From an optimization exercise on the open Yosys and OpenROAD flow, aimed at small area; shortcuts taken in it are not production practice.
Function was checked by simulation only, so behaviour that the tests miss may differ from the original.
No activity file was given, so power comes from the tool's default toggle rates.

`run.sh`:
```
#!/bin/bash
# synth_recipe.tcl (not shown) runs the flow's synth.tcl, then flattens the netlist and writes it again
# the make line also repeats each setting of config.mk as NAME=value (left out here)
make -C /OpenROAD-flow-scripts/flow DESIGN_CONFIG=/design/flow/config.mk WORK_HOME=/design/flow/orfs CLKGATE_MAP_FILE= SYNTH_SCRIPT=/design/flow/synth_recipe.tcl finish
```
`config.mk`:
```
export PLATFORM = sky130hd
export DESIGN_NAME = uart_alu_top
export DESIGN_NICKNAME = uart_alu_top
export VERILOG_FILES = /design/flow/design.v
export SDC_FILE = /design/flow/constraint.sdc
export NUM_CORES = 4
export LEC_CHECK = 0
export CAP_MARGIN = 20
export CORE_MARGIN = 2
export CORE_UTILIZATION = 40
export SLEW_MARGIN = 20
```
`constraint.sdc`:
```
create_clock -name core_clock -period 10.0 [get_ports {clk}]
set_input_delay 2.0000 -clock core_clock [delete_from_list [all_inputs] [get_ports {clk}]]
set_output_delay 2.0000 -clock core_clock [all_outputs]
set_load 0.01 [all_outputs]
```
`design.v`:
```
`timescale 1ns / 1ps
module alu (
    input  wire [7:0] a,
    input  wire [7:0] b,
    input  wire [3:0] e,
    output reg  [7:0] result,
    output wire       zero,
    output wire       overflow,
    output wire       carry
);
    wire arith = e[3] & ~e[2];
    wire sub   = ~e[2] & e[1];
    wire [7:0] bx = b ^ {8{sub}};
    wire [9:0] sum = {1'b0, a, sub} + {1'b0, bx, sub};
    wire [7:0] sh = $signed({e[0] & a[7], a}) >>> b[2:0];
    always @(*) begin
        if (e[3]) begin
            if (!e[2])
                result = sum[8:1];
            else case (e[1:0])
                2'b00: result = a & b;
                2'b01: result = a | b;
                2'b10: result = a ^ b;
                default: result = ~(a | b);
            endcase
        end else if (e[1])
            result = sh;
        else
            result = 8'd0;
    end
    assign zero     = (result == 8'd0);
    assign overflow = arith & (a[7] == bx[7]) & (a[7] != sum[8]);
    assign carry    = arith & ~e[1] & sum[9];
endmodule
`timescale 1ns / 1ps
module baud_rate_generator #(
    parameter DIVISOR = 651
)(
    input  wire clk,
    input  wire reset,
    output wire tick
);
    localparam COUNTER_WIDTH = $clog2(DIVISOR);
    reg [COUNTER_WIDTH-1:0] counter;
    assign tick = (counter == DIVISOR - 1);
    always @(posedge clk) begin
        if (reset || tick)
            counter <= 0;
        else
            counter <= counter + 1'b1;
    end
endmodule
`timescale 1ns / 1ps
module uart_rx (
    input  wire       clk,
    input  wire       reset,
    input  wire       rx,
    input  wire       s_tick,
    output wire       rx_done_tick,
    output reg  [7:0] dout
);
    localparam [3:0] Q_START = 4'd7;
    localparam [3:0] Q_STOP  = 4'd0;
    localparam [3:0] Q_IDLE  = 4'd1;
    reg [3:0] q;
    reg [3:0] s;
    wire idle  = (q == Q_IDLE);
    wire data  = q[3];
    wire s15   = (s == 4'd15);
    wire s7    = (s == 4'd7);
    assign rx_done_tick = idle && (s == 4'd0);
    always @(posedge clk) begin
        if (reset) begin
            q    <= Q_IDLE;
            s[0] <= 1'b1;
        end else if (idle) begin
            if (!rx) q <= Q_START;
            s <= {3'b000, rx};
        end else if (s_tick) begin
            s <= s + 1'b1;
            if (q == Q_START && s7 && rx)
                q <= Q_IDLE;
            else if (s15)
                q <= q + 1'b1;
        end
    end
    always @(posedge clk) begin
        if (data && s_tick && s7)
            dout <= {rx, dout[7:1]};
    end
endmodule
`timescale 1ns / 1ps
module uart_tx (
    input  wire [1:0] f,
    input  wire [2:0] k,
    input  wire [7:0] result,
    input  wire [2:0] flags,
    output wire       bit_out
);
    wire [7:0] flag_byte = {flags, 5'b00000};
    assign bit_out = (f == 2'd1) ? result[k] :
                     (f == 2'd2) ? flag_byte[k] : ~k[0];
endmodule
`timescale 1ns / 1ps
module uart_alu_top #(
    parameter CLK_FREQ = 100_000_000,
    parameter BAUD_RATE = 9600,
    parameter DATA_BITS = 8
)(
    input  wire clk,
    input  wire reset,
    input  wire rx,
    output wire tx,
    output wire [15:0] led
);
    localparam DIVISOR = CLK_FREQ / (BAUD_RATE * 16);
    wire tick;
    baud_rate_generator #(.DIVISOR(DIVISOR)) baud_gen (
        .clk(clk), .reset(reset), .tick(tick)
    );
    wire rx_done;
    wire [7:0] rx_data;
    uart_rx uart_rx_inst (
        .clk(clk), .reset(reset), .rx(rx), .s_tick(tick),
        .rx_done_tick(rx_done), .dout(rx_data)
    );
    reg [7:0] reg_A, reg_B;
    reg [3:0] reg_op;
    wire [7:0] alu_result;
    wire alu_zero, alu_overflow, alu_carry;
    alu alu_inst (
        .a(reg_A), .b(reg_B), .e(reg_op),
        .result(alu_result), .zero(alu_zero),
        .overflow(alu_overflow), .carry(alu_carry)
    );
    reg [1:0] f;
    reg [3:0] p;
    reg [3:0] ts;
    reg tx_reg;
    wire recv    = (f == 2'd0);
    wire sending = !recv && (p[3] || p == 4'd7 || p == 4'd0);
    wire ts15    = (ts == 4'd15);
    wire tx_done = !recv && (p == 4'd0) && ts15 && tick;
    wire op_valid = ~rx_data[4] & ~rx_data[3] &
                    (rx_data[5] ? ~(rx_data[0] & ~rx_data[2]) : (~rx_data[2] & rx_data[1]));
    always @(posedge clk) begin
        if (recv && p == 4'd1) reg_A <= rx_data;
        if (recv && p == 4'd3) reg_B <= rx_data;
    end
    always @(posedge clk) begin
        if (reset)
            reg_op <= 4'd0;
        else if (recv && p == 4'd5)
            reg_op <= {rx_data[5], rx_data[2:0]} & {4{op_valid}};
    end
    always @(posedge clk) begin
        if (reset) begin
            f <= 2'd0;
            p <= 4'd0;
        end else if (recv) begin
            if (p == 4'd5) begin
                f <= 2'd1;
                p <= 4'd4;
            end else if (p[0] || rx_done)
                p <= p + 1'b1;
        end else if (sending) begin
            if (tick && ts15) begin
                if (p == 4'd0) begin
                    f <= f + 1'b1;
                    p <= (f == 2'd3) ? 4'd0 : 4'd5;
                end else
                    p <= p + 1'b1;
            end
        end else
            p <= p + 1'b1;
    end
    always @(posedge clk) begin
        if (!sending)
            ts <= 4'd0;
        else if (tick)
            ts <= ts + 1'b1;
    end
    wire data_bit;
    uart_tx uart_tx_inst (
        .f(f), .k(p[2:0]), .result(alu_result),
        .flags({alu_zero, alu_overflow, alu_carry}), .bit_out(data_bit)
    );
    always @(posedge clk) begin
        if (reset)
            tx_reg <= 1'b1;
        else
            tx_reg <= !(sending && p == 4'd7) && !(sending && p[3] && !data_bit);
    end
    assign tx = tx_reg;
    assign led[7:0] = alu_result;
    assign led[8]   = alu_zero;
    assign led[9]   = alu_overflow;
    assign led[10]  = alu_carry;
    assign led[11]  = recv && (p == 4'd1);
    assign led[12]  = recv && (p == 4'd3);
    assign led[13]  = recv && (p == 4'd5);
    assign led[14]  = rx_done;
    assign led[15]  = tx_done;
endmodule
```
==> summary.txt, run 1 <==
CTS Buf Count: 9
CTS HTree Levels: 3
Seq cells post-synth: 57
Top FF cell, synth: dfxtp_1
Synth Area per Inst: 9.141 sq um
FF-to-FF Start: reg_op[2]
asr flop ratio synth: 0%
Ports: 20
maximum clock insertion buffer count: 2
GRT Util Overall: 17.04%
Worst setup SP type: register
YS warnings: 4
max reg flops: 10
Final Non-Filler Cells: 600
# hold bufs at CTS: 0
Synthesized Nets: 501
end of the worst register-to-register path: tx_reg
Mapped Cells: 458
die area: 11300 sq um
post-CTS setup buffers: 0
Hold Path Class: register to register
cell breakdown of the critical path: nand2b_1, xnor2_1, ha_1, a21oi_1, nand2_1, xnor2_1, o211ai_1, or4_1, or4_1, nor2_2, clkdlybuf4s50_1
area growth from synthesis to layout: 9.085%
status: no timing/DRC/antenna violations
Wirelength per Cell: 15.00 um
reg2reg path depth: 11
die width: 106.3 um
Largest Register: baud_gen.counter
DRC: 0
DIE HEIGHT: 106.3 um
Clk pin slew, worst setup/hold paths: 70 ps
Core Rows: 37
Reg2Reg Setup Slack: 6360 ps
ANT nets after route: 0
Initial Util: 40.92%
Cells after DPL: 584
Layout Skew: 9.281 ps
Via-to-Cell Ratio: 5.375
Initial DRT Pass Iterations: 5
PortBufs: 19
Min Hold Slack: 471.7 ps
Synth cell types: 64
power density over the cells: 133.7 nW/um^2
vias in the first global route: 3184
first-pass GRT wire length: 15.48 mm
hold path depth: 1
fin nets: 502
VDD IR max: 0.0001484 V
crit share post-route: 62.72%
post-CTS sizing: 0
worst hold start: baud_gen.counter[0]
pre-CTS setup slack: 4103 ps
Max stage delay on crit path: 650 ps
number of inserted diodes: 0
DP HPWL: 6.677 mm
clock sink count: 57
final number of setup-violating endpoints: 0
CTS tree: built
initial antenna violation count: 0
Final Hold Viols: 0
measured slew at the worst slew-check pin: 786.6 ps
slowest CP cell: dfxtp_1
CP max FO: 15
placer congestion estimate: 0.8746
Final TNS setup: 0 ps
Static Leak: 0.001725 uW
pins over their slew limit: 0
critical path arrival: 4270 ps
vias: 3225
total wire length: 9.001 mm
core outline area: 10230 sq um
WS Path Type: register to primary output
total congestion overflow: 0
max_cap viols: 0
initial DRC count: 144
FMAX: 159.4 MHz
crit end category: primary output
clk root buf: clkbuf_8
hold endpoint: baud_gen.counter[0]
Final WS setup: 3728 ps
share of cells above drive strength 1: 7.112%
worst-skew pair later-pin latency: 330 ps
register area share after synthesis: 33.71%
RSZ-0062 raised after global routing: false
largest net degree at the start of global routing: 26
Post-synth EDFFs: 27
crit path time final: 6272 ps
cell area after synthesis: 4187 sq um
relative slew slack: 47.45%
required time worst endpoint: 8000 ps
==> layer usage <==
metal	wire length (um)	track usage (%)	vias to the layer above
li1	-	-	1631
met1	4223	22.65	1499
met2	4151	27.61	77
met3	439	3.495	18
met4	186	5.733	0
met5	0	0	-
==> where the power goes <==
group          internal, uW  switching (uW)
clock network          87.0            88.8
logic                  60.8            79.3
registers               268            26.9
==> cells in the final DEF (no fill, tap or decap), types with 3 or more instances in the layout <==
master	instances
nor2_1	47
ha_1	40
inv_1	32
nand2_1	31
dfxtp_1	30
edfxtp_1	27
xnor2_1	22
a21oi_1	19
clkdlybuf4s50_1	19
mux2i_1	14
nand3_1	14
o21ai_0	13
xor2_1	12
o211ai_1	10
nand2b_1	9
clkbuf_8	9
mux2_2	7
and3_1	7
and2_1	6
or2_2	6
a211oi_1	5
nor3_1	5
nor2b_1	4
a21o_1	3
mux4_2	3
a32oi_1	3
o31ai_1	3
nor3b_1	3
and4_1	3
o22ai_1	3
or4_1	3
nor4b_1	3
a311oi_1	3
clkinv_2	3
buf_4	3
==> synthesized netlist by cell type (all sizes together) (3+ instances only) <==
cell type	number	area [sq um]
or2	6	37.54
and3	7	43.79
dfxtp	30	600.6
o21ai	13	65.06
buf	14	87.58
mux2i	14	140.1
o211ai	10	75.07
nor3	5	25.02
a32oi	3	26.28
clkbuf	18	68.81
nor2b	4	25.02
mux2	7	78.83
xnor2	22	192.7
and4	3	26.28
nand2	31	116.4
nor2	48	182.7
nand3	14	70.07
inv	32	120.1
a21o	3	22.52
a211oi	5	37.54
mux4	5	120.1
edfxtp	27	810.8
nor4b	4	41.29
and2	6	37.54
nand2b	9	56.30
a311oi	3	26.28
a21oi	19	95.09
o31ai	3	22.52
or4	3	22.52
xor2	12	105.1
o22ai	3	18.77
ha	40	500.5
nor3b	3	22.52
==> area by class of cell <==
| class | count | area [sq um] |
|---|---|---|
| tap | 136 | 170.2 |
| clock buffer | 11 | 131.4 |
| sequential | 57 | 1411 |
| inverter | 32 | 120.1 |
| clock inverter | 5 | 22.52 |
| multi-input combinational | 337 | 2499 |
| fill | 983 | 5664 |
| timing repair buffer | 22 | 212.7 |
==> worst max path at each step <==
stage | start | end | slack [ps] | cells after the start
global route | reg_op[2] | led[8] | 3440 | 11
detailed placement | reg_op[2] | led[8] | 4100 | 11
global placement | reg_op[2] | led[8] | 4180 | 10
finish | reg_op[2] | led[8] | 3730 | 11
CTS | reg_op[2] | led[8] | 3730 | 11
floorplan | reg_op[1] | led[8] | 4400 | 15
==> logic make-up (layout without fill, tap and decap cells) <==
group	count (synthesis)	count (layout)	share of synthesized area (%)
fa+ha+maj	40	40	11.95
flops	57	57	33.71
buf+inv	64	70	6.605
compound gates	85	85	14.05
xor+xnor	34	34	7.113
simple gates	152	152	18.47
mux	26	26	8.099
==> worst max-delay path, delay by kind of cell (launching register included) <==
kind	cells	cell delay (ps)
AND/OR/NAND/NOR	5	1650
flip-flops	1	650
buffers and inverters	1	540
AO/OA/AOI/OAI	2	420
adder cells (fa/ha/maj)	1	390
XOR/XNOR	2	290
==> metrics by stage <==
stage	total power [uW]	cell area, sq um	utilization, %
global placement	434.9	4413	43.13
floorplan	406.1	4187	-
global route	651.6	4567	44.64
finish	610.4	4567	44.64
detailed placement	438.9	4413	43.13
CTS	617.7	4567	44.64
==> run 2, diff against run 1 <==
--- a/design.v
+++ b/design.v
@@ -1,36 +1,39 @@
-`timescale 1ns / 1ps
 module alu (
     input  wire [7:0] a,
     input  wire [7:0] b,
     input  wire [3:0] e,
-    output reg  [7:0] result,
+    output wire [7:0] result,
     output wire       zero,
     output wire       overflow,
     output wire       carry
 );
     wire arith = e[3] & ~e[2];
-    wire sub   = ~e[2] & e[1];
+    wire logic_ = e[3] & e[2];
+    wire sub   = arith & e[1];
+    wire L     = logic_ & e[0];           
+    wire useS  = arith | (logic_ & e[1] & ~e[0]);    
+    wire inv   = logic_ & e[1] & e[0];    
+    wire shift = ~e[3] & e[1];
+    wire la_en = e[3];
     wire [7:0] bx = b ^ {8{sub}};
-    wire [9:0] sum = {1'b0, a, sub} + {1'b0, bx, sub};
+    wire [8:0] c;
+    wire [7:0] cin;
+    wire [7:0] s;
+    genvar i;
+    generate
+        for (i = 0; i < 8; i = i + 1) begin : rc
+            if (i == 0) assign cin[i] = sub | L;
+            else        assign cin[i] = (arith & c[i]) | L;
+            assign s[i]     = a[i] ^ bx[i] ^ cin[i];
+            assign c[i + 1] = (a[i] & bx[i]) | (cin[i] & (a[i] ^ bx[i]));
+        end
+    endgenerate
+    wire [7:0] la = useS ? s : (c[8:1] ^ {8{inv}});
     wire [7:0] sh = $signed({e[0] & a[7], a}) >>> b[2:0];
-    always @(*) begin
-        if (e[3]) begin
-            if (!e[2])
-                result = sum[8:1];
-            else case (e[1:0])
-                2'b00: result = a & b;
-                2'b01: result = a | b;
-                2'b10: result = a ^ b;
-                default: result = ~(a | b);
-            endcase
-        end else if (e[1])
-            result = sh;
-        else
-            result = 8'd0;
-    end
-    assign zero     = (result == 8'd0);
-    assign overflow = arith & (a[7] == bx[7]) & (a[7] != sum[8]);
-    assign carry    = arith & ~e[1] & sum[9];
+    assign result = ({8{shift}} & sh) | ({8{la_en}} & la);
+    assign zero     = ~|result;
+    assign overflow = arith & (c[8] ^ c[7]);
+    assign carry    = arith & ~e[1] & c[8];
 endmodule
 `timescale 1ns / 1ps
 module baud_rate_generator #(
@@ -40,14 +43,25 @@
     input  wire reset,
     output wire tick
 );
-    localparam COUNTER_WIDTH = $clog2(DIVISOR);
-    reg [COUNTER_WIDTH-1:0] counter;
-    assign tick = (counter == DIVISOR - 1);
+    function [9:0] lfsr_after;
+        input integer n;
+        integer i;
+        reg [9:0] x;
+        begin
+            x = 10'd0;
+            for (i = 0; i < n; i = i + 1)
+                x = {x[8:0], ~(x[9] ^ x[6])};
+            lfsr_after = x;
+        end
+    endfunction
+    localparam [9:0] LAST = lfsr_after(DIVISOR - 1);
+    reg [9:0] counter;
+    assign tick = (counter == LAST);
     always @(posedge clk) begin
         if (reset || tick)
-            counter <= 0;
+            counter <= 10'd0;
         else
-            counter <= counter + 1'b1;
+            counter <= {counter[8:0], ~(counter[9] ^ counter[6])};
     end
 endmodule
 `timescale 1ns / 1ps
==> run 2 against run 1 <==
Design area down 13%. Still clean on timing, DRC and antenna. Worst setup slack got worse by 3200 ps. Area after synthesis decreased by 16%. Clock power hardly changed. Routed wire length is 14% lower. Sequential share of layout area rose by 4.9 points. Global-route usage fell by 0.059 points. Highest routed layer unchanged. Largest power group unchanged.
==> summary.txt, run 2 <==
status: no timing/DRC/antenna violations
Synth top area share: 22.95%
initial DRC count: 174
measured slew at the worst slew-check pin: 952.5 ps
fin nets: 418
vias: 2749
clock sink count: 57
critical path arrival: 7500 ps
crit path time final: 9500 ps
crit end category: primary output
commonest non-fill, non-tap cell in the layout: nand2_1
clk root buf: clkbuf_8
slowest CP cell: fa_2
total congestion overflow: 0
Final TNS setup: 0 ps
core outline area: 8636 sq um
Ports: 20
Post-Synth Adder-Cell Area: 9.139%
Layout Skew: 7.633 ps
Clk pin slew, worst setup/hold paths: 70 ps
Max stage delay on crit path: 560 ps
pins over their slew limit: 0
CTS Buf Count: 9
Worst setup SP type: register
CTS HTree Levels: 3
Initial Util: 40.90%
post-synthesis compound-gate area fraction: 18.17%
register area share after synthesis: 39.96%
WS Path Type: register to primary output
Hold Path Class: register to register
Cells after DPL: 488
Synthesized Nets: 403
DIE HEIGHT: 97.97 um
Synth Area per Inst: 9.320 sq um
ANT nets after route: 0
max_cap viols: 0
Final Hold Viols: 0
Initial DRT Pass Iterations: 5
Largest Register: baud_gen.counter
final number of setup-violating endpoints: 0
worst-skew pair later-pin latency: 330 ps
Seq cells post-synth: 57
DRC: 0
GR met1 Demand/Resource: 22.94%
commonest cells after routing, fill and taps aside: nand2_1 (36), a21oi_1 (31), inv_1 (29)
Synth Area in XOR/XNOR: 3.967%
number of inserted diodes: 0
die width: 97.97 um
busiest layer in global routing: met2
die area: 9598 sq um
crit share post-route: 95.00%
Yosys top cell by area: edfxtp_1
simple-gate share of the synthesized area: 18.88%
Area contributors post-synth: edfxtp_1 (23%), dfxtp_1 (17%), ha_1 (4.6%), fa_1 (4.5%), a21oi_1 (4.4%)
PortBufs: 19
YS warnings: 3
share of cells above drive strength 1: 11.78%
total wire length: 7.707 mm
Synth top cells by count: nand2_1 (36), a21oi_1 (31), dfxtp_1 (30)
area growth from synthesis to layout: 11.87%
asr flop ratio synth: 0%
first-pass GRT wire length: 13.08 mm
mux cell area share after synthesis: 2.728%
largest net degree at the start of global routing: 27
Via-to-Cell Ratio: 5.422
largest family of logic cells by synthesized area: simple AND/OR/NAND/NOR gates
Post-synth EDFFs: 27
Top FF cell, synth: dfxtp_1
DP HPWL: 5.670 mm
grt met2 use: 25.92%
relative slew slack: 36.30%
vias in the first global route: 2617
cell area after synthesis: 3532 sq um
required time worst endpoint: 8000 ps
Wirelength per Cell: 15.20 um
Mapped Cells: 379
GRT Util Overall: 16.98%
power density over the cells: 144.2 nW/um^2
CP max FO: 4
max reg flops: 10
CTS tree: built
Core Rows: 34
cell mode on critical path: o21ai_0
VDD IR max: 0.0001342 V
placer congestion estimate: 0.9355
FMAX: 105.3 MHz
Synth cell types: 64
initial antenna violation count: 0
Static Leak: 0.001444 uW
GR Util met3: 3.651%
maximum clock insertion buffer count: 2
count leader, synth: nand2_1
Final Non-Filler Cells: 507
RSZ-0062 raised after global routing: false
run 2: changes by cell type after synthesis, moves of 8 or more:
cell / delta
ha_1: -27
fa_1: +8
nor2_1: -22
clkbuf_1: -8
xnor2_1: -16
a21oi_1: +12
mux2i_1: -10
run 2: critical path: cells and delay by family, from the launching register on:
family          cells  cell delay (ps)
flops               1              360
fa+ha+maj           8             3890
simple gates        4              860
compound gates      9              870
xor+xnor            1              170
buf+inv             8             1040
run 2: per-stage QoR:
step | area, sq um | setup WS, ps | total power (uW) | hold slack [ps] | util (%)
after global routing | 3951 | 44.98 | 608.3 | 481.9 | 45.75
after detailed placement | 3759 | 562.8 | 396.4 | 446.1 | 43.52
after global placement | 3759 | 713.3 | 394.5 | 447.6 | 43.52
after floorplan | 3532 | 1113 | 371.1 | 429.6 | -
after CTS | 3921 | 179.7 | 578.9 | 466.6 | 45.41
final | 3951 | 499.6 | 569.6 | 463.6 | 45.75
run 2: path summary, 6_finish.rpt:
kind,cells past startpoint,endpoint,slack (ps),from
max,30,led[8],500,reg_op[2]
min,1,baud_gen.counter[1],460,baud_gen.counter[0]
max reg2reg,31,tx_reg,3070,reg_op[2]
min reg2reg,1,baud_gen.counter[1],460,baud_gen.counter[0]
run 2: metal layers:
layer	up-vias	share of wire [%]
met3	17	4.8
met4	0	3.0
li1	1379	-
met2	62	45
met1	1291	47
met5	-	0
run 2: layout make-up:
class                   count  area (sq um)
clock inverters             6         35.03
well taps                 108         135.1
inverters                  31         116.4
repair buffers             27         250.2
clock buffers              10         127.6
flip-flops and latches     57          1416
multi-input cells         268          1871
fillers                   823          4684
run 2: timing repair:
| item | in CTS | in global routing |
|---|---|---|
| resized for setup | 0 | 4 |
| hold buffers | 0 | 0 |
| buffers inserted | 0 | 3 |
| setup endpoints to repair | 0 | 1 |
run 2: power breakdown:
part           internal [uW]  leakage, uW  switching, uW  total, uW
Sequential               265     0.000490           21.5        287
Combinational           45.1     0.000871           59.3        104
Clock                   87.9    0.0000835           90.6        178
run 2: logic make-up (layout without fill, tap and decap cells):
group	Yosys count	in the layout
AND/OR/NAND/NOR	128	128
AO/OA/AOI/OAI	95	95
flip-flops	57	57
buffers and inverters	54	74
adder cells (fa/ha/maj)	21	21
XOR/XNOR	16	16
multiplexers	8	8
==> run 3, diff against run 2 <==
==> flow/run.sh (new file) <==
#!/bin/bash
set -euo pipefail
W=$(pwd)
FLOWDIR=$W/flow
# synthesis script: ORFS's synth.tcl with an ABC script override
sed 's|^  log_cmd abc {\*}\$abc_args|  if { [env_var_exists_and_non_empty MY_ABC_SCRIPT] } { set abc_args [lreplace $abc_args 1 1 $::env(MY_ABC_SCRIPT)] }\n  log_cmd abc {*}$abc_args|' \
  "$FLOW_HOME/scripts/synth.tcl" > "$W/synth_mod.tcl"
grep -q MY_ABC_SCRIPT "$W/synth_mod.tcl"
sed "s|\$::env(SCRIPTS_DIR)/synth.tcl|$W/synth_mod.tcl|" "$W/synth_recipe.tcl" > "$W/synth_recipe_mod.tcl"
grep -q synth_mod.tcl "$W/synth_recipe_mod.tcl"

bash "$W/standard.sh" \
  SYNTH_SCRIPT="$W/synth_recipe_mod.tcl" \
  ADDER_MAP_FILE= \
  MY_ABC_SCRIPT="$FLOWDIR/abc_area.script" \
  BUFFER_PORTS_ARGS="-buffer_cell sky130_fd_sc_hd__buf_1" \
  CTS_ARGS="-sink_clustering_enable -repair_clock_nets -dont_use_dummy_load -buf_list sky130_fd_sc_hd__clkbuf_4 -root_buf sky130_fd_sc_hd__clkbuf_4 -sink_clustering_size 30 -sink_clustering_max_diameter 100" \
  finish > "$W/run_make.log" 2>&1
==> flow/abc_area.script (new file) <==
strash
&get -n
&fraig -x
&put
dc2
strash
&get -n
&dch -f
&nf -a
&put
==> standard.sh (new file) <==
#!/bin/bash
# synth_recipe.tcl (not shown) runs the flow's synth.tcl, then flattens the netlist and writes it again
# the make line also repeats each setting of config.mk as NAME=value (left out here)
make -C /OpenROAD-flow-scripts/flow DESIGN_CONFIG=/design/flow/config.mk WORK_HOME=/design/flow/orfs CLKGATE_MAP_FILE= SYNTH_SCRIPT=/design/flow/synth_recipe.tcl "${@:-finish}"
removed: run.sh
==> run 3 against run 2 <==
Still clean on timing, DRC and antenna. Clock skew increased by 44 ps. Final cell count decreased by 6.1%. Design area decreased by 14%. Synthesized cell count decreased by 8.2%. Critical endpoint unchanged. Largest power group unchanged. Highest routed layer unchanged.
==> summary.txt, run 3 <==
status: no timing/DRC/antenna violations
Initial Util: 40.77%
crit end category: primary output
post-CTS setup buffers: 0
Static Leak: 0.001103 uW
PortBufs: 19
# hold bufs at CTS: 0
Overall Power: 550.0 uW
die width: 92.29 um
Hold Path Class: register to register
busiest layer in global routing: met2
Synth top area share: 26.00%
Worst setup SP type: register
commonest cells after routing, fill and taps aside: nor2_1 (51), dfxtp_1 (30), a21oi_1 (29)
DP HPWL: 4.821 mm
Synthesized Nets: 351
FILL cells: 766
total wire length: 6.453 mm
cell mode on critical path: maj3_1
max reg flops: 10
required time worst endpoint: 8000 ps
Top FF cell, synth: dfxtp_1
cell breakdown of the critical path: nand3b_1, xnor2_1, maj3_1, o21ai_0, maj3_1, a21oi_1, maj3_1, o21ai_0, a21oi_1, o21ai_0, maj3_1, a21oi_1, maj3_1, o21ai_0, maj3_1, a21oi_1, xor2_1, o21ai_0, o22ai_1, nor4b_1, buf_1
initial DRC count: 122
clock sink count: 57
placer congestion estimate: 0.8730
final cell utilization of the core: 44.22%
final number of setup-violating endpoints: 0
largest family of logic cells by synthesized area: simple AND/OR/NAND/NOR gates
clk root buf: clkbuf_4
share of cells above drive strength 1: 3.743%
area growth from synthesis to layout: 8.467%
die area: 8517 sq um
post-synthesis compound-gate area fraction: 16.21%
CTS Buf Count: 9
GR Util met3: 3.255%
number of inserted diodes: 0
slowest CP cell: dfxtp_1
WS Path Type: register to primary output
Clk pin slew, worst setup/hold paths: 120 ps
Final Hold Viols: 0
vias: 2480
asr flop ratio synth: 0%
Wirelength per Cell: 13.56 um
pre-CTS setup slack: 2047 ps
FMAX: 118.5 MHz
GR met1 Demand/Resource: 21.79%
pins over their slew limit: 0
RSZ-0062 raised after global routing: false
Seq cells post-synth: 57
critical path arrival: 6440 ps
CTS HTree Levels: 3
first-pass GRT wire length: 10.56 mm
simple-gate share of the synthesized area: 21.15%
Synth top cells by count: nor2_1 (51), dfxtp_1 (30), a21oi_1 (29)
DRC: 0
core outline area: 7647 sq um
Largest Register: baud_gen.counter
Post-Synth Adder-Cell Area: 1.926%
power density over the cells: 162.6 nW/um^2
ANT nets after route: 0
Final WS setup: 1561 ps
CP max FO: 17
Post-Layout Inst Area: 3382 sq um
vias in the first global route: 2235
placed instance area: 3314 sq um
grt met2 use: 24.02%
Yosys top cell by area: edfxtp_1
count leader, synth: nor2_1
Max stage delay on crit path: 610 ps
crit share post-route: 84.39%
post-CTS sizing: 0
Area contributors post-synth: edfxtp_1 (26%), dfxtp_1 (19%), nor2_1 (6.1%), xnor2_1 (5.9%), a21oi_1 (4.7%)
Synth Area in XOR/XNOR: 10.39%
Layout Skew: 51.21 ps
Final TNS setup: 0 ps
DIE HEIGHT: 92.29 um
Mapped Cells: 348
max_cap viols: 0
relative slew slack: 34.65%
Synth Area per Inst: 8.960 sq um
crit path time final: 8439 ps
initial antenna violation count: 0
Ports: 20
Core Rows: 32
total congestion overflow: 0
GRT Util Overall: 15.77%
Post-synth EDFFs: 27
commonest non-fill, non-tap cell in the layout: nor2_1
measured slew at the worst slew-check pin: 980.2 ps
maximum clock insertion buffer count: 2
YS warnings: 3
fin nets: 379
VDD IR max: 0.0001499 V
largest net degree at the start of global routing: 23
mux cell area share after synthesis: 1.926%
Initial DRT Pass Iterations: 4
cell area after synthesis: 3118 sq um
CTS tree: built
worst-skew pair later-pin latency: 410 ps
register area share after synthesis: 45.26%
Via-to-Cell Ratio: 5.210
Synth cell types: 40
## run 3: cell type report
| class | instances | area [sq um] | area share [%] |
|---|---|---|---|
| multi-input cells | 270 | 1622 | 47.95 |
| flip-flops and latches | 57 | 1411 | 41.73 |
| well taps | 102 | 127.6 | 3.774 |
| repair buffers | 22 | 93.84 | 2.775 |
| clock buffers | 9 | 67.56 | 1.998 |
| inverters | 16 | 60.06 | 1.776 |
## run 3: power by group
part	internal, uW	switching, uW	total [uW]
clock	41.7	70.0	112
sequential	273	28.1	301
combinational	55.7	81.3	137
## run 3: final timing paths
| path | to | from | cells after the start | slack (ps) |
|---|---|---|---|---|
| min reg2reg | baud_gen.counter[5] | baud_gen.counter[4] | 1 | 430 |
| max | led[8] | reg_op[3] | 21 | 1560 |
| max reg2reg | tx_reg | reg_op[3] | 23 | 3700 |
| min | baud_gen.counter[5] | baud_gen.counter[4] | 1 | 430 |
## run 3: kinds of logic after synthesis
logic type / count (synthesis)
XOR/XNOR: 37
adder cells (fa/ha/maj): 6
flip-flops: 57
multiplexers: 6
buffers and inverters: 21
AND/OR/NAND/NOR: 135
AO/OA/AOI/OAI: 86
## run 3: metal layers
layer	part of all wire [%]	wire [um]	up-vias
met3	3.4	219	11
met4	1.9	121	0
met5	0	0	-
met1	51	3280	1133
li1	-	-	1292
met2	44	2831	44
## run 3: stage by stage
step | cells | hold slack [ps]
finish | 476 | 427.7
global route | 476 | 454.4
CTS | 476 | 434.2
detailed placement | 467 | 449.0
global placement | 467 | 444.0
floorplan | 348 | 430.6
## run 3: critical path: cells and delay by family (launching register included)
kind	cells	cell delay, ps
adder cells (fa/ha/maj)	6	2050
buffers and inverters	1	200
AND/OR/NAND/NOR	2	790
flip-flops	1	610
AO/OA/AOI/OAI	10	1960
XOR/XNOR	2	440
==> run 4, diff against run 3 <==
--- a/flow/run.sh
+++ b/flow/run.sh
@@ -14,5 +14,5 @@
   ADDER_MAP_FILE= \
   MY_ABC_SCRIPT="$FLOWDIR/abc_area.script" \
   BUFFER_PORTS_ARGS="-buffer_cell sky130_fd_sc_hd__buf_1" \
-  CTS_ARGS="-sink_clustering_enable -repair_clock_nets -dont_use_dummy_load -buf_list sky130_fd_sc_hd__clkbuf_4 -root_buf sky130_fd_sc_hd__clkbuf_4 -sink_clustering_size 30 -sink_clustering_max_diameter 100" \
+  CTS_ARGS="-sink_clustering_enable -repair_clock_nets -dont_use_dummy_load" \
   finish > "$W/run_make.log" 2>&1
==> run 4 against run 3 <==
Clock power up 38%. Sequential power about the same. Synthesized cell count unchanged. Final cell count unchanged. Total power up 7.7%. Worst setup slack better by 98 ps. Hold slack better by 15 ps. Register-to-register slack better by 20 ps. Fmax up 1.2%. Critical endpoint unchanged.
==> summary.txt, run 4 <==
status: no timing/DRC/antenna violations
VDD IR max: 0.0001280 V
core outline area: 7647 sq um
critical path arrival: 6340 ps
commonest non-fill, non-tap cell in the layout: nor2_1
cell area after synthesis: 3118 sq um
placer congestion estimate: 0.8730
maximum clock insertion buffer count: 2
Synth Area per Inst: 8.960 sq um
Layout Skew: 30.30 ps
FF+latch area: 1411 sq um
total congestion overflow: 0
slowest CP cell: dfxtp_1
CTS Buf Count: 9
DP HPWL: 4.821 mm
Area contributors post-synth: edfxtp_1 (26%), dfxtp_1 (19%), nor2_1 (6.1%), xnor2_1 (5.9%), a21oi_1 (4.7%)
initial DRC count: 145
Core Rows: 32
reg2reg path depth: 23
Via-to-Cell Ratio: 5.214
die area: 8517 sq um
vias: 2482
Initial DRT Pass Iterations: 4
YS warnings: 3
cell breakdown of the critical path: nand3b_1, xnor2_1, maj3_1, o21ai_0, maj3_1, a21oi_1, maj3_1, o21ai_0, a21oi_1, o21ai_0, maj3_1, a21oi_1, maj3_1, o21ai_0, maj3_1, a21oi_1, xor2_1, o21ai_0, o22ai_1, nor4b_1, buf_1
end of the worst register-to-register path: tx_reg
Worst setup SP type: register
CTS tree: built
register area share after synthesis: 45.26%
max_cap viols: 0
relative slew slack: 34.30%
Wirelength per Cell: 13.58 um
number of inserted diodes: 0
first-pass GRT wire length: 10.61 mm
count leader, synth: nor2_1
asr flop ratio synth: 0%
Reg2Reg Setup Slack: 3720 ps
crit path time final: 8341 ps
Synth top area share: 26.00%
worst-skew pair later-pin latency: 340 ps
ANT nets after route: 0
PortBufs: 19
commonest cells after routing, fill and taps aside: nor2_1 (51), dfxtp_1 (30), a21oi_1 (29)
die width: 92.29 um
vias in the first global route: 2222
pins over their slew limit: 0
post-CTS setup buffers: 0
RSZ-0062 raised after global routing: false
GRT Util Overall: 15.95%
clk root buf: clkbuf_8
Post-synth EDFFs: 27
Synthesized Nets: 351
initial antenna violation count: 0
Final TNS setup: 0 ps
area of the multi-input gates: 1622 sq um
WS Path Type: register to primary output
Critical Path Start: reg_op[3]
Final Hold Viols: 0
area growth from synthesis to layout: 10.27%
power density over the cells: 172.3 nW/um^2
Mapped Cells: 348
crit end category: primary output
DIE HEIGHT: 92.29 um
measured slew at the worst slew-check pin: 985.6 ps
share of cells above drive strength 1: 3.743%
Synth cell types: 40
DRC: 0
Worst Setup EP: led[8]
final number of setup-violating endpoints: 0
Overall Power: 592.3 uW
cell mode on critical path: maj3_1
FF-to-FF Start: reg_op[3]
# hold bufs at CTS: 0
FILL cells: 762
crit share post-route: 83.41%
top cell family by delay on the critical path: adder cells
Initial Util: 40.77%
Clk pin slew, worst setup/hold paths: 80 ps
Yosys top cell by area: edfxtp_1
largest net degree at the start of global routing: 23
Ports: 20
Static Leak: 0.001126 uW
FMAX: 119.9 MHz
Top FF cell, synth: dfxtp_1
required time worst endpoint: 8000 ps
Hold Path Class: register to register
Seq cells post-synth: 57
cell count along the critical path: 21
max reg flops: 10
Largest Register: baud_gen.counter
CTS HTree Levels: 3
post-CTS sizing: 0
total wire length: 6.463 mm
Synth top cells by count: nor2_1 (51), dfxtp_1 (30), a21oi_1 (29)
CP max FO: 17
Crit path buffers/inverters: 1
clock sink count: 57
Max stage delay on crit path: 600 ps
fin nets: 379
-- run 4: per-layer routing --
layer  part of all wire, %  wire [um]  up-vias  GRT usage, %
met2                    45       2910       54         24.14
met3                   3.6        230        8         3.987
met4                   1.5         97        0         6.468
met5                     0          0        -             0
li1                      -          -     1287             -
met1                    50       3224     1133         21.89
-- run 4: worst register-to-register path, stage by stage (launching register included) --
cell and delay (ps):
dfxtp_1 600, nand3b_1 420, xnor2_1 270, maj3_1 380
o21ai_0 300, maj3_1 280, a21oi_1 110, maj3_1 400
o21ai_0 290, a21oi_1 150, o21ai_0 300, maj3_1 280
a21oi_1 110, maj3_1 400, o21ai_0 290, maj3_1 310
a21oi_1 130, o211ai_1 200, a21oi_1 90, o22ai_1 250
nor4b_1 110, nand2b_1 170, a211oi_1 240, o21bai_1 90
-- run 4: through the flow --
| stage | hold slack (ps) | setup WS [ps] | instance area, sq um | std cells | utilization (%) |
|---|---|---|---|---|---|
| final | 442.9 | 1659 | 3438 | 476 | 44.96 |
| after global placement | 444.0 | 2315 | 3314 | 467 | 43.34 |
| after global routing | 470.5 | 1144 | 3438 | 476 | 44.96 |
| after detailed placement | 449.0 | 2047 | 3314 | 467 | 43.34 |
| after CTS | 442.0 | 1667 | 3438 | 476 | 44.96 |
| after floorplan | 430.6 | 2601 | 3118 | 348 | - |
-- run 4: worst min-delay path by stage --
stage          slack [ps]           startpoint                  end  cells past startpoint
2_1_floorplan         430  baud_gen.counter[2]  baud_gen.counter[3]                      1
3_3_place_gp          440  baud_gen.counter[4]  baud_gen.counter[5]                      1
3_5_place_dp          450  baud_gen.counter[4]  baud_gen.counter[5]                      1
4_1_cts               440  baud_gen.counter[4]  baud_gen.counter[5]                      1
5_1_grt               470  baud_gen.counter[4]  baud_gen.counter[5]                      1
6_report              440  baud_gen.counter[4]  baud_gen.counter[5]                      1
-- run 4: cell families after synthesis --
family / count (synthesis) / synth area share (%)
and+or+nand+nor: 135 / 21.15
buffers and inverters: 21 / 3.130
muxes: 6 / 1.926
xor gates and xnor gates: 37 / 10.39
adders and majority gates: 6 / 1.926
AOI/OAI and AO/OA: 86 / 16.21
DFF: 57 / 45.27
-- run 4: layout make-up --
type	count	share of cell area (%)
multi-input cells	270	47.16
flip-flops and latches	57	41.05
clock buffers	9	3.603
inverters	16	1.747
well taps	102	3.712
repair buffers	22	2.729
-- run 4: where the power goes --
| group | switching [uW] | internal [uW] | total (uW) |
|---|---|---|---|
| logic | 81.0 | 55.7 | 137 |
| clock network | 74.7 | 79.5 | 154 |
| registers | 27.8 | 274 | 301 |
| total | 183 | 409 | 592 |
==> run 5, diff against run 4 <==
--- a/flow/run.sh
+++ b/flow/run.sh
@@ -14,5 +14,5 @@
   ADDER_MAP_FILE= \
   MY_ABC_SCRIPT="$FLOWDIR/abc_area.script" \
   BUFFER_PORTS_ARGS="-buffer_cell sky130_fd_sc_hd__buf_1" \
-  CTS_ARGS="-sink_clustering_enable -repair_clock_nets -dont_use_dummy_load" \
+  CTS_ARGS="-sink_clustering_enable -repair_clock_nets -dont_use_dummy_load -buf_list sky130_fd_sc_hd__clkbuf_8 -root_buf sky130_fd_sc_hd__clkbuf_8 -sink_clustering_size 60 -sink_clustering_max_diameter 400" \
   finish > "$W/run_make.log" 2>&1
==> run 5 against run 4 <==
Sequential power barely moved. Global-route usage stayed put. Core utilization did not move. Register-to-register slack is essentially flat. Highest routed layer unchanged. Clock power about the same. Largest cell class unchanged. First-iteration DRC count unchanged. Die area is the same. Worst setup slack unchanged.
==> summary.txt, run 5 <==
die width: 92.29 um
Worst setup SP type: register
GRT Util Overall: 15.95%
Ports: 20
PortBufs: 19
cell area after synthesis: 3118 sq um
Core Rows: 32
Overall Power: 592.3 uW
crit path time final: 8341 ps
Yosys top cell by area: edfxtp_1
core outline area: 7647 sq um
asr flop ratio synth: 0%
Post-synth EDFFs: 27
total congestion overflow: 0
Largest Register: baud_gen.counter
CP max FO: 17
placed instance area: 3314 sq um
fin nets: 379
YS warnings: 3
Clk pin slew, worst setup/hold paths: 80 ps
RSZ-0062 raised after global routing: false
CTS HTree Levels: 3
clk root buf: clkbuf_8
FILL cells: 762
maximum clock insertion buffer count: 2
Hold Path Class: register to register
post-CTS sizing: 0
FMAX: 119.9 MHz
count leader, synth: nor2_1
Synthesized Nets: 351
pins over their slew limit: 0
Static Leak: 0.001126 uW
total wire length: 6.463 mm
Via-to-Cell Ratio: 5.214
CTS Buf Count: 9
Synth cell types: 40
VDD IR max: 0.0001280 V
placer congestion estimate: 0.8730
Layout Skew: 30.30 ps
crit end category: primary output
CTS tree: built
Top FF cell, synth: dfxtp_1
Synth top cells by count: nor2_1 (51), dfxtp_1 (30), a21oi_1 (29)
final cell utilization of the core: 44.96%
crit share post-route: 83.41%
critical path arrival: 6340 ps
DIE HEIGHT: 92.29 um
initial DRC count: 145
first-pass GRT wire length: 10.61 mm
max reg flops: 10
number of inserted diodes: 0
final number of setup-violating endpoints: 0
commonest non-fill, non-tap cell in the layout: nor2_1
area growth from synthesis to layout: 10.27%
vias: 2482
max_cap viols: 0
Area contributors post-synth: edfxtp_1 (26%), dfxtp_1 (19%), nor2_1 (6.1%), xnor2_1 (5.9%), a21oi_1 (4.7%)
DRC: 0
ANT nets after route: 0
Mapped Cells: 348
# hold bufs at CTS: 0
post-CTS setup buffers: 0
status: no timing/DRC/antenna violations
vias in the first global route: 2222
die area: 8517 sq um
worst-skew pair later-pin latency: 340 ps
commonest cells after routing, fill and taps aside: nor2_1 (51), dfxtp_1 (30), a21oi_1 (29)
clock sink count: 57
relative slew slack: 34.30%
Synth top area share: 26.00%
share of cells above drive strength 1: 3.743%
initial antenna violation count: 0
WS Path Type: register to primary output
DP HPWL: 4.821 mm
register area share after synthesis: 45.26%
measured slew at the worst slew-check pin: 985.6 ps
required time worst endpoint: 8000 ps
Final TNS setup: 0 ps
power density over the cells: 172.3 nW/um^2
Seq cells post-synth: 57
Initial DRT Pass Iterations: 4
Wirelength per Cell: 13.58 um
largest net degree at the start of global routing: 23
Initial Util: 40.77%
Post-Layout Inst Area: 3438 sq um
Synth Area per Inst: 8.960 sq um
Final Hold Viols: 0
run 5: cell counts after synthesis:
Identical to the previous run, type by type.
run 5: where the power goes:
part	internal [uW]	switching (uW)	total (uW)
Clock	79.5	74.7	154
Sequential	274	27.8	301
Combinational	55.7	81.0	137
run 5: critical path, stage by stage, from the launching register on:
cell and delay [ps]:
dfxtp_1 600, nand3b_1 420, xnor2_1 270, maj3_1 380
o21ai_0 300, maj3_1 280, a21oi_1 110, maj3_1 400
o21ai_0 290, a21oi_1 150, o21ai_0 300, maj3_1 280
a21oi_1 110, maj3_1 400, o21ai_0 290, maj3_1 310
a21oi_1 130, xor2_1 170, o21ai_0 150, o22ai_1 130
nor4b_1 350, buf_1 200
run 5: final cells by class:
type | instances | area [sq um] | area share, %
multi-input cells | 270 | 1622 | 47.16
flip-flops and latches | 57 | 1411 | 41.05
well taps | 102 | 127.6 | 3.712
clock buffers | 9 | 123.9 | 3.603
repair buffers | 22 | 93.84 | 2.729
inverters | 16 | 60.06 | 1.747
run 5: final timing paths:
kind | start | endpoint | slack, ps | cells past startpoint
setup / recovery | reg_op[3] | led[8] | 1660 | 21
hold / removal | baud_gen.counter[4] | baud_gen.counter[5] | 440 | 1
hold reg to reg | baud_gen.counter[4] | baud_gen.counter[5] | 440 | 1
setup reg to reg | reg_op[3] | tx_reg | 3720 | 23
run 5: routing by layer:
layer  track usage [%]  vias up  part of all wire (%)
met5                 0        -                     0
met4             6.468        0                   1.5
met3             3.987        8                   3.6
met2             24.14       54                    45
met1             21.89     1133                    50
li1                  -     1287                     -
run 5: cells by family (layout without fill, tap and decap cells):
| family | after synthesis | count (layout) | synth area share [%] |
|---|---|---|---|
| DFF | 57 | 57 | 45.27 |
| adders and majority gates | 6 | 6 | 1.926 |
| buffers and inverters | 21 | 47 | 3.130 |
| muxes | 6 | 6 | 1.926 |
| xor gates and xnor gates | 37 | 37 | 10.39 |
| and+or+nand+nor | 135 | 135 | 21.15 |
| AOI/OAI and AO/OA | 86 | 86 | 16.21 |
run 5: metrics by stage:
stage,hold WS [ps],setup WS [ps],std cells
floorplan,430.6,2601,348
global placement,444.0,2315,467
detailed placement,449.0,2047,467
CTS,442.0,1667,476
global route,470.5,1144,476
finish,442.9,1659,476
==> run 6, diff against run 5 <==
--- a/design.v
+++ b/design.v
@@ -160,12 +160,19 @@
     always @(posedge clk) begin
         if (recv && p == 4'd1) reg_A <= rx_data;
         if (recv && p == 4'd3) reg_B <= rx_data;
-    end
-    always @(posedge clk) begin
-        if (reset)
-            reg_op <= 4'd0;
-        else if (recv && p == 4'd5)
-            reg_op <= {rx_data[5], rx_data[2:0]} & {4{op_valid}};
+        if (recv && p == 4'd5) begin
+            reg_op[2] <= rx_data[2];
+            reg_op[0] <= rx_data[0];
+        end
+    end
+    always @(posedge clk) begin
+        if (reset) begin
+            reg_op[3] <= 1'b0;
+            reg_op[1] <= 1'b0;
+        end else if (recv && p == 4'd5) begin
+            reg_op[3] <= rx_data[5] & op_valid;
+            reg_op[1] <= rx_data[1] & op_valid;
+        end
     end
     always @(posedge clk) begin
         if (reset) begin
==> flow/run.sh (replaced) <==
#!/bin/bash
# Layout flow: the standard ORFS flow (standard.sh) with these changes:
#  - synthesis: no full/half-adder extraction (ADDER_MAP_FILE empty), and ABC is run with each
#    area-oriented script flow/abc*.script in turn, keeping the smallest netlist (flow/abc_pick.tcl);
#    everything before ABC, the flip-flop mapping and everything after is ORFS's synth.tcl as is;
#  - ports are buffered with buf_1;
#  - CTS inserts no dummy loads.
# Floorplan, power grid, tap cells, placement, CTS, routing and finishing are the standard flow.
# Each tool's full output is in orfs/logs/ (one log per step); make's output is in run_make.log.
set -euo pipefail
W=$(pwd)
FLOWDIR=$W/flow
sed "s|^  log_cmd abc {\*}\$abc_args|  source $FLOWDIR/abc_pick.tcl|" \
  "$FLOW_HOME/scripts/synth.tcl" > "$W/synth_mod.tcl"
grep -q abc_pick.tcl "$W/synth_mod.tcl"
sed "s|\$::env(SCRIPTS_DIR)/synth.tcl|$W/synth_mod.tcl|" "$W/synth_recipe.tcl" > "$W/synth_recipe_mod.tcl"
grep -q synth_mod.tcl "$W/synth_recipe_mod.tcl"

bash "$W/standard.sh" \
  SYNTH_SCRIPT="$W/synth_recipe_mod.tcl" \
  ADDER_MAP_FILE= \
  MY_ABC_SCRIPTS="$(ls $FLOWDIR/abc*.script | tr '\n' ' ')" \
  BUFFER_PORTS_ARGS="-buffer_cell sky130_fd_sc_hd__buf_1" \
  CTS_ARGS="-sink_clustering_enable -repair_clock_nets -dont_use_dummy_load" \
  finish > "$W/run_make.log" 2>&1
==> flow/abc1.script (new file) <==
strash
&get -n
&fraig -x
&put
dc2
strash
dch -f
amap
==> flow/abc2.script (new file) <==
strash
&get -n
&fraig -x
&put
dc2
strash

dch -f
amap -F 4 -A 50 -C 1000
==> flow/abc3.script (new file) <==
strash
&get -n
&fraig -x
&put
dc2
strash
&get -n
&deepsyn -T 20
&put
dch -f
amap
==> flow/abc4.script (new file) <==
strash
&get -n
&fraig -x
&put
dc2
strash
&get -n
&dch -f
&nf -a
&put
==> flow/abc_pick.tcl (new file) <==
# Run ABC with each script in MY_ABC_SCRIPTS on the same netlist and keep the smallest result.
design -save my_pre_abc
set my_best_area ""
set my_best_script ""
set my_i 0
foreach my_script $::env(MY_ABC_SCRIPTS) {
  incr my_i
  design -load my_pre_abc
  log_cmd abc {*}[lreplace $abc_args 1 1 $my_script]
  opt_clean -purge
  set my_stat [tee -q -s result.string stat {*}$lib_args]
  if { [regexp {Chip area for module[^:]*:\s*([0-9.]+)} $my_stat -> my_area] } {
    puts "ABC script $my_script: area $my_area"
    if { $my_best_area eq "" || $my_area < $my_best_area } {
      set my_best_area $my_area
      set my_best_script $my_script
      design -save my_abc_best
    }
  }
}
puts "ABC script chosen: $my_best_script (area $my_best_area)"
design -load my_abc_best
--- a/config.mk
+++ b/config.mk
@@ -7,5 +7,6 @@
 export LEC_CHECK = 0
 export CAP_MARGIN = 20
 export CORE_MARGIN = 2
-export CORE_UTILIZATION = 40
+export CORE_UTILIZATION = 70
+export PLACE_DENSITY = 0.85
 export SLEW_MARGIN = 20
removed: flow/abc_area.script
==> run 6 against run 5 <==
Still clean. Synthesized cell count increased by 2.9%. Die area decreased by 44%. Final cell count decreased by 8.8%. Non-clock buffer count unchanged. Clock power about the same. Core utilization increased by 35 points. Routed wire length increased by 13%. Largest power group unchanged. Combinational power decreased by 26%. Via count increased by 15%.
==> summary.txt, run 6 <==
Post-synth EDFFs: 29
FF-to-FF Start: reg_op[3]
Hold Path Class: register to register
Synth cell types: 32
Initial Util: 73.73%
clk root buf: clkbuf_8
CTS HTree Levels: 3
measured slew at the worst slew-check pin: 1018 ps
Initial DRT Pass Iterations: 5
Clk pin slew, worst setup/hold paths: 60 ps
worst hold start: baud_gen.counter[8]
Area contributors post-synth: edfxtp_1 (29%), dfxtp_1 (19%), nor2_1 (7.6%), clkinv_1 (6.2%), o21ai_0 (5.9%)
commonest non-fill, non-tap cell in the layout: nor2_1
CP max FO: 12
Mapped Cells: 358
status: no timing/DRC/antenna violations
Layout Skew: 14.22 ps
RSZ-0062 raised after global routing: false
total wire length: 7.334 mm
crit end category: primary output
DP HPWL: 5.163 mm
required time worst endpoint: 8000 ps
FMAX: 110.6 MHz
CTS tree: built
DIE HEIGHT: 69.14 um
count leader, synth: nor2_1
Synth top cells by count: nor2_1 (60), clkinv_1 (49), o21ai_0 (35)
Max stage delay on crit path: 520 ps
Min Hold Slack: 426.3 ps
Cells after DPL: 424
Worst Setup EP: led[8]
Yosys top cell by area: edfxtp_1
vias in the first global route: 2605
slowest CP cell: dfxtp_1
number of inserted diodes: 0
VDD IR max: 0.0001730 V
Static Leak: 0.001080 uW
initial antenna violation count: 0
GRT Util Overall: 32.53%
Via-to-Cell Ratio: 6.592
initial DRC count: 426
Final Hold Viols: 0
power density over the cells: 168.0 nW/um^2
Synth top area share: 29.32%
placer congestion estimate: 1.013
core outline area: 4029 sq um
Largest Register: baud_gen.counter
first-pass GRT wire length: 12.19 mm
cell area after synthesis: 2970 sq um
Core Rows: 23
max reg flops: 10
fin nets: 389
register area share after synthesis: 48.19%
area growth from synthesis to layout: 8.425%
FILL cells: 262
WS Path Type: register to primary output
YS warnings: 3
asr flop ratio synth: 0%
pins over their slew limit: 0
Final TNS setup: 0 ps
reg2reg path depth: 40
Worst setup SP type: register
worst-skew pair later-pin latency: 330 ps
Synth Area per Inst: 8.297 sq um
end of the worst register-to-register path: tx_reg
max_cap viols: 0
ANT nets after route: 0
cell mode on critical path: o21ai_0
total congestion overflow: 0
relative slew slack: 31.86%
clock sink count: 57
Wirelength per Cell: 16.90 um
commonest cells after routing, fill and taps aside: nor2_1 (59), clkinv_1 (49), o21ai_0 (35)
PortBufs: 19
crit share post-route: 90.41%
maximum clock insertion buffer count: 2
DRC: 0
CTS Buf Count: 9
Critical Path Start: reg_op[3]
critical path arrival: 7040 ps
vias: 2861
share of cells above drive strength 1: 3.385%
# hold bufs at CTS: 0
die area: 4780 sq um
Reg2Reg Setup Slack: 2580 ps
Final Non-Filler Cells: 434
largest net degree at the start of global routing: 16
crit path time final: 9041 ps
Seq cells post-synth: 57
Ports: 20
final number of setup-violating endpoints: 0
Top FF cell, synth: edfxtp_1
Synthesized Nets: 361
die width: 69.14 um
==> run 6: worst max-delay path: cells and delay by family (launching register included) <==
kind,cells,cell delay [ps]
AOI/OAI and AO/OA,18,3340
and+or+nand+nor,12,1790
buffers and inverters,7,1030
DFF,1,520
==> run 6: per-layer routing <==
metal  share of wire, %  track usage (%)  wire, um  vias to the layer above
met5                  0                0         0                        -
met4                2.9            13.29       215                        0
met3                 10            9.649       747                       30
met2                 47            50.53      3417                      189
met1                 40            42.75      2954                     1279
li1                   -                -         -                     1363
==> run 6: cells by family (layout without fill, tap and decap cells) <==
kind of cell    count (synthesis)  after routing  share of synthesized area (%)
flops                          57             57                          48.19
simple gates                  129            129                          19.29
compound gates                118            118                          25.06
buf+inv                        54             80                          7.456
==> run 6: worst min path at each step <==
stage | cells after the start | to
after floorplan | 2 | baud_gen.counter[2]
after global placement | 2 | baud_gen.counter[9]
after detailed placement | 2 | baud_gen.counter[9]
after CTS | 2 | baud_gen.counter[9]
after global routing | 2 | baud_gen.counter[9]
final | 2 | baud_gen.counter[9]
==> run 6: where the power goes <==
part           switching, uW  internal (uW)  total (uW)
combinational           66.3           35.0         101
sequential              16.3            267         284
clock                   76.6           79.7         156
total                    159            382         541
==> run 6: layout make-up <==
| cell class | count | area [sq um] | share of cell area (%) |
|---|---|---|---|
| tap | 50 | 62.56 | 1.943 |
| inverter | 49 | 183.9 | 5.711 |
| multi-input combinational | 247 | 1325 | 41.14 |
| timing repair buffer | 22 | 93.84 | 2.914 |
| sequential | 57 | 1431 | 44.44 |
| clock buffer | 9 | 123.9 | 3.846 |
==> run 6: timing repair <==
action | in CTS | in global routing
gates resized for setup | 0 | 2
buffers inserted | 0 | 1
setup endpoints to repair | 0 | 4
==> run 6: metrics by stage <==
step / cell area, sq um / power [uW] / util [%] / setup WS, ps
2_1_floorplan: 2970 / 360.6 / - / 2119
3_3_place_gp: 3082 / 377.7 / 76.49 / 1501
3_5_place_dp: 3082 / 386.1 / 76.49 / 995.7
4_1_cts: 3206 / 539.2 / 79.57 / 487.7
5_1_grt: 3221 / 569.2 / 79.94 / 13.48
6_report: 3221 / 541.2 / 79.94 / 958.5
==> run 7, diff against run 6 <==
--- a/config.mk
+++ b/config.mk
@@ -7,6 +7,5 @@
 export LEC_CHECK = 0
 export CAP_MARGIN = 20
 export CORE_MARGIN = 2
-export CORE_UTILIZATION = 70
-export PLACE_DENSITY = 0.85
+export CORE_UTILIZATION = 40
 export SLEW_MARGIN = 20
==> run 7 against run 6 <==
Synthesized cell count unchanged. Die area up 70%. Combinational power about the same. Design area up 2.6%. Sequential power about the same. Count of clock-buffer cells in the layout unchanged. Hold slack worse by 5.4 ps. Non-clock buffer count up 3. Worst setup slack better by 57 ps. Routed wire length down 5.7%. Clock power about the same. Critical endpoint unchanged. Largest cell class unchanged.
==> summary.txt, run 7 <==
reg2reg path depth: 40
initial DRC count: 160
placer congestion estimate: 0.9430
area growth from synthesis to layout: 11.25%
status: no timing/DRC/antenna violations
Wirelength per Cell: 14.24 um
Synth top cells by count: nor2_1 (60), clkinv_1 (49), o21ai_0 (35)
crit path time final: 8985 ps
CTS HTree Levels: 3
WS Path Type: register to primary output
RSZ-0062 raised after global routing: false
critical path arrival: 6980 ps
placed instance area: 3166 sq um
power density over the cells: 163.7 nW/um^2
VDD IR max: 0.0001031 V
slowest CP cell: dfxtp_1
fin nets: 392
DIE HEIGHT: 90.18 um
Synth top area share: 29.32%
total congestion overflow: 0
DP HPWL: 5.165 mm
Ports: 20
YS warnings: 3
FF-to-FF Start: reg_op[3]
Via-to-Cell Ratio: 5.424
CP max FO: 12
commonest non-fill, non-tap cell in the layout: nor2_1
GRT Util Overall: 17.71%
Synth Area per Inst: 8.297 sq um
Final Hold Viols: 0
end of the worst register-to-register path: tx_reg
hold path depth: 2
Max stage delay on crit path: 540 ps
Yosys top cell by area: edfxtp_1
DRC: 0
cell area after synthesis: 2970 sq um
number of inserted diodes: 0
pins over their slew limit: 0
Initial Util: 41.17%
Crit path buffers/inverters: 8
Cells after DPL: 476
hold endpoint: baud_gen.counter[9]
final number of setup-violating endpoints: 0
maximum clock insertion buffer count: 2
required time worst endpoint: 8000 ps
Worst setup SP type: register
Synthesized Nets: 361
Final Non-Filler Cells: 486
CTS tree: built
relative slew slack: 58.03%
worst-skew pair later-pin latency: 340 ps
vias in the first global route: 2415
Reg2Reg Setup Slack: 2610 ps
Layout Skew: 24.12 ps
Post-synth EDFFs: 29
asr flop ratio synth: 0%
commonest cells after routing, fill and taps aside: nor2_1 (59), clkinv_1 (49), o21ai_0 (35)
PortBufs: 19
total wire length: 6.919 mm
ANT nets after route: 0
max_cap viols: 0
Overall Power: 540.9 uW
clock sink count: 57
measured slew at the worst slew-check pin: 629.6 ps
share of cells above drive strength 1: 4.134%
initial antenna violation count: 0
largest net degree at the start of global routing: 16
Seq cells post-synth: 57
max reg flops: 10
crit share post-route: 89.85%
worst hold start: baud_gen.counter[8]
clk root buf: clkbuf_8
Mapped Cells: 358
die area: 8132 sq um
Initial DRT Pass Iterations: 4
Clk pin slew, worst setup/hold paths: 80 ps
die width: 90.18 um
core outline area: 7214 sq um
count leader, synth: nor2_1
crit end category: primary output
Area contributors post-synth: edfxtp_1 (29%), dfxtp_1 (19%), nor2_1 (7.6%), clkinv_1 (6.2%), o21ai_0 (5.9%)
cell mode on critical path: o21ai_0
vias: 2636
Post-Layout Inst Area: 3304 sq um
Hold Path Class: register to register
register area share after synthesis: 48.19%
Final TNS setup: 0 ps
first-pass GRT wire length: 11.52 mm
Static Leak: 0.001096 uW
CTS Buf Count: 9
top cell family by delay on the critical path: compound AO/OA/AOI/OAI gates
FMAX: 111.3 MHz
Synth cell types: 32
Core Rows: 31
Largest Register: baud_gen.counter
Top FF cell, synth: edfxtp_1
run 7: cell families (layout without fill, tap and decap cells):
kind of cell / after synthesis / count (layout) / synth area share (%)
flops: 57 / 57 / 48.19
compound gates: 118 / 118 / 25.06
buf+inv: 54 / 83 / 7.456
simple gates: 129 / 129 / 19.29
run 7: what timing repair did:
item | in CTS | in global routing
hold buffers | 0 | 0
setup buffers | 0 | 1
endpoints found under the hold margin | 0 | 0
resized for setup | 0 | 2
setup endpoints to repair | 0 | 4
run 7: worst max path at each step:
| stage | endpoint | cells after the start | start |
|---|---|---|---|
| 2_1_floorplan | led[8] | 37 | reg_op[3] |
| 3_3_place_gp | led[8] | 37 | reg_op[3] |
| 3_5_place_dp | led[8] | 37 | reg_op[3] |
| 4_1_cts | led[8] | 37 | reg_op[3] |
| 5_1_grt | led[8] | 37 | reg_op[3] |
| 6_report | led[8] | 37 | reg_op[3] |
run 7: worst reg2reg max path, delay by kind of cell, from the launching register on:
family / cells / cell delay, ps
AO/OA/AOI/OAI: 21 / 4010
AND/OR/NAND/NOR: 12 / 1830
buffers and inverters: 7 / 920
flip-flops: 1 / 540
run 7: through the flow:
step           util, %  hold slack [ps]  worst slack (ps)
2_1_floorplan        -            403.0              2119
3_3_place_gp     43.88            414.0              1134
3_5_place_dp     43.88            414.2             845.2
4_1_cts          45.59            424.8             457.0
5_1_grt          45.80            436.1             151.4
6_report         45.80            420.9              1015
run 7: final cells by class:
| class | instances | area (sq um) |
|---|---|---|
| multi-input cells | 247 | 1325 |
| inverters | 49 | 183.9 |
| flip-flops and latches | 57 | 1431 |
| repair buffers | 25 | 116.4 |
| clock buffers | 9 | 123.9 |
| well taps | 99 | 123.9 |
| fillers | 734 | 3910 |
run 7: power by group:
group          switching, uW  leakage, uW  internal (uW)
Sequential              14.6     0.000490            267
Clock                   77.0    0.0000647           79.5
Combinational           63.3     0.000541           39.2
run 7: per-layer routing:
layer	up-vias	GRT usage [%]	routed length, um
met5	-	0	0
met3	7	3.772	198
met2	37	27.26	3112
met1	1229	24.28	3499
met4	0	7.308	108
li1	1363	-	-
==> run 8, diff against run 7 <==
--- a/design.v
+++ b/design.v
@@ -11,8 +11,8 @@
     wire logic_ = e[3] & e[2];
     wire sub   = arith & e[1];
     wire L     = logic_ & e[0];           
-    wire useS  = arith | (logic_ & e[1] & ~e[0]);    
-    wire inv   = logic_ & e[1] & e[0];    
+    wire kx    = logic_ & e[1];           
+    wire useS  = arith | kx;
     wire shift = ~e[3] & e[1];
     wire la_en = e[3];
     wire [7:0] bx = b ^ {8{sub}};
@@ -28,7 +28,7 @@
             assign c[i + 1] = (a[i] & bx[i]) | (cin[i] & (a[i] ^ bx[i]));
         end
     endgenerate
-    wire [7:0] la = useS ? s : (c[8:1] ^ {8{inv}});
+    wire [7:0] la = useS ? (s & ~(c[8:1] & {8{kx}})) : c[8:1];
     wire [7:0] sh = $signed({e[0] & a[7], a}) >>> b[2:0];
     assign result = ({8{shift}} & sh) | ({8{la_en}} & la);
     assign zero     = ~|result;
--- a/flow/run.sh
+++ b/flow/run.sh
@@ -4,7 +4,7 @@
 #    area-oriented script flow/abc*.script in turn, keeping the smallest netlist (flow/abc_pick.tcl);
 #    everything before ABC, the flip-flop mapping and everything after is ORFS's synth.tcl as is;
 #  - ports are buffered with buf_1;
-#  - CTS inserts no dummy loads.
+#  - CTS builds its tree from clkbuf_4 cells and inserts no dummy loads.
 # Floorplan, power grid, tap cells, placement, CTS, routing and finishing are the standard flow.
 # Each tool's full output is in orfs/logs/ (one log per step); make's output is in run_make.log.
 set -euo pipefail
@@ -21,5 +21,5 @@
   ADDER_MAP_FILE= \
   MY_ABC_SCRIPTS="$(ls $FLOWDIR/abc*.script | tr '\n' ' ')" \
   BUFFER_PORTS_ARGS="-buffer_cell sky130_fd_sc_hd__buf_1" \
-  CTS_ARGS="-sink_clustering_enable -repair_clock_nets -dont_use_dummy_load" \
+  CTS_ARGS="-sink_clustering_enable -repair_clock_nets -dont_use_dummy_load -buf_list sky130_fd_sc_hd__clkbuf_4 -root_buf sky130_fd_sc_hd__clkbuf_4" \
   finish > "$W/run_make.log" 2>&1
--- a/config.mk
+++ b/config.mk
@@ -7,5 +7,6 @@
 export LEC_CHECK = 0
 export CAP_MARGIN = 20
 export CORE_MARGIN = 2
-export CORE_UTILIZATION = 40
+export CORE_UTILIZATION = 70
+export PLACE_DENSITY = 0.85
 export SLEW_MARGIN = 20
==> run 8 against run 7 <==
Design area decreased by 5.7%. Critical endpoint unchanged. Area after synthesis decreased by 1.9%. Highest routed layer unchanged. Sequential power about the same. Largest cell class unchanged. Clock skew increased by 10 ps. Still clean on timing, DRC and antenna. Total power decreased by 9.3%. Sequential share of layout area increased by 2.6 points. Largest power group unchanged.
==> summary.txt, run 8 <==
Max stage delay on crit path: 490 ps
FILL cells: 291
simple-gate share of the synthesized area: 18.94%
count leader, synth: nor2_1
post-synthesis compound-gate area fraction: 24.83%
Comb power frac: 20.6%
mux cell area share after synthesis: 0%
vias: 2778
CTS tree: built
cell area after synthesis: 2913 sq um
commonest non-fill, non-tap cell in the layout: nor2_1
Clk pin slew, worst setup/hold paths: 80 ps
placer congestion estimate: 0.9511
maximum clock insertion buffer count: 2
crit share post-route: 90.70%
Synth Area in XOR/XNOR: 0%
Wirelength per Cell: 15.98 um
Worst setup SP type: register
worst-skew pair later-pin latency: 390 ps
register area share after synthesis: 49.14%
Yosys top cell by area: edfxtp_1
required time worst endpoint: 8000 ps
clock network fraction of design power: 22.2%
status: no timing/DRC/antenna violations
Largest Register: baud_gen.counter
Synthesized Nets: 350
RSZ-0062 raised after global routing: false
max_cap viols: 0
DIE HEIGHT: 68.51 um
largest family of logic cells by synthesized area: compound AO/OA/AOI/OAI gates
YS warnings: 3
Top FF cell, synth: edfxtp_1
asr flop ratio synth: 0%
post-CTS setup buffers: 0
clock sink count: 57
final number of setup-violating endpoints: 0
GR Util met3: 6.818%
pins over their slew limit: 0
max reg flops: 10
FMAX: 110.3 MHz
Final Hold Viols: 0
Cells after DPL: 416
Final Non-Filler Cells: 425
CP max FO: 15
Via-to-Cell Ratio: 6.536
power density over the cells: 157.4 nW/um^2
initial DRC count: 354
initial antenna violation count: 0
number of inserted diodes: 0
core outline area: 4000 sq um
Ports: 20
PortBufs: 19
Static Leak: 0.001031 uW
Initial Util: 72.82%
Hold Path Class: register to register
first-pass GRT wire length: 10.22 mm
die area: 4693 sq um
measured slew at the worst slew-check pin: 1037 ps
total wire length: 6.791 mm
worst hold start: baud_gen.counter[0]
crit path time final: 9070 ps
Area contributors post-synth: edfxtp_1 (30%), dfxtp_1 (19%), nor2_1 (8.4%), clkinv_1 (5.8%), a21oi_1 (5.2%)
sequential share of power: 57.2%
Post-Synth Adder-Cell Area: 0%
CTS HTree Levels: 3
critical path arrival: 7070 ps
largest net degree at the start of global routing: 16
busiest layer in global routing: met2
Layout Skew: 34.51 ps
final cell utilization of the core: 77.92%
CTS Buf Count: 9
==> run 8: changes by cell type in the layout (fill, tap and decap cells not counted), sizes merged, moves of 4 or more <==
cell    before  now
nor4         4   10
nand2       25   18
clkinv      49   45
a21oi       19   30
nor2        60   65
nor3        14    9
o21a        14    4
o21ai       35   28
==> run 8: path summary, 6_finish.rpt <==
check                                            to  slack, ps  cells after the start
worst max-delay path                         led[8]        930                     31
worst min register to register  baud_gen.counter[1]        430                      2
worst max register to register               tx_reg       2870                     34
worst min-delay path            baud_gen.counter[1]        430                      2
==> run 8: stage by stage <==
stage	instance area [sq um]	setup slack, ps
finish	3117	929.9
global route	3117	175.4
CTS	3114	900.3
detailed placement	3047	1285
global placement	3047	1724
floorplan	2913	2272
==> run 8: final cells by class <==
cell class / count / area (sq um) / area share [%]
clock buffers: 9 / 67.56 / 2.168
multi-input cells: 240 / 1277 / 40.99
well taps: 50 / 62.56 / 2.007
repair buffers: 24 / 108.9 / 3.493
inverters: 45 / 168.9 / 5.420
flip-flops and latches: 57 / 1431 / 45.93
==> run 8: per-layer routing <==
layer | part of all wire (%) | wire length [um] | vias up
met5 | 0 | 0 | -
met4 | 2.7 | 184 | 0
met3 | 7.4 | 504 | 29
met2 | 45 | 3054 | 146
met1 | 45 | 3048 | 1261
li1 | - | - | 1342
==> run 8: power by group through the flow <==
stage	Combinational, uW	Clock (uW)	Sequential (uW)
2_1_floorplan	71.7	0	280
3_3_place_gp	90.1	0	283
3_5_place_dp	97.8	0	285
4_1_cts	98.6	111	280
5_1_grt	113	119	281
6_report	101	109	281
==> run 8: cells by family after synthesis <==
group                  Yosys count
buffers and inverters           50
AO/OA/AOI/OAI                  116
AND/OR/NAND/NOR                124
flip-flops                      57
==> run 8: timing repair <==
action | CTS | global route
hold buffers | 0 | 0
setup endpoints to repair | 0 | 1
resized for setup | 0 | 1
==> run 8: worst max-delay path, delay by kind of cell, from the launching register on <==
family	cells	cell delay (ps)
buffers and inverters	6	1140
and+or+nand+nor	7	1620
AOI/OAI and AO/OA	18	3480
DFF	1	480

Check on run 8: ideal ports give 0.930 ns setup slack; a clkbuf_16 on the clock port and buf_2 on the inputs give 0.900 ns; moving port delays by the midpoint clock arrival (0.398 ns) as well gives 1.298 ns.
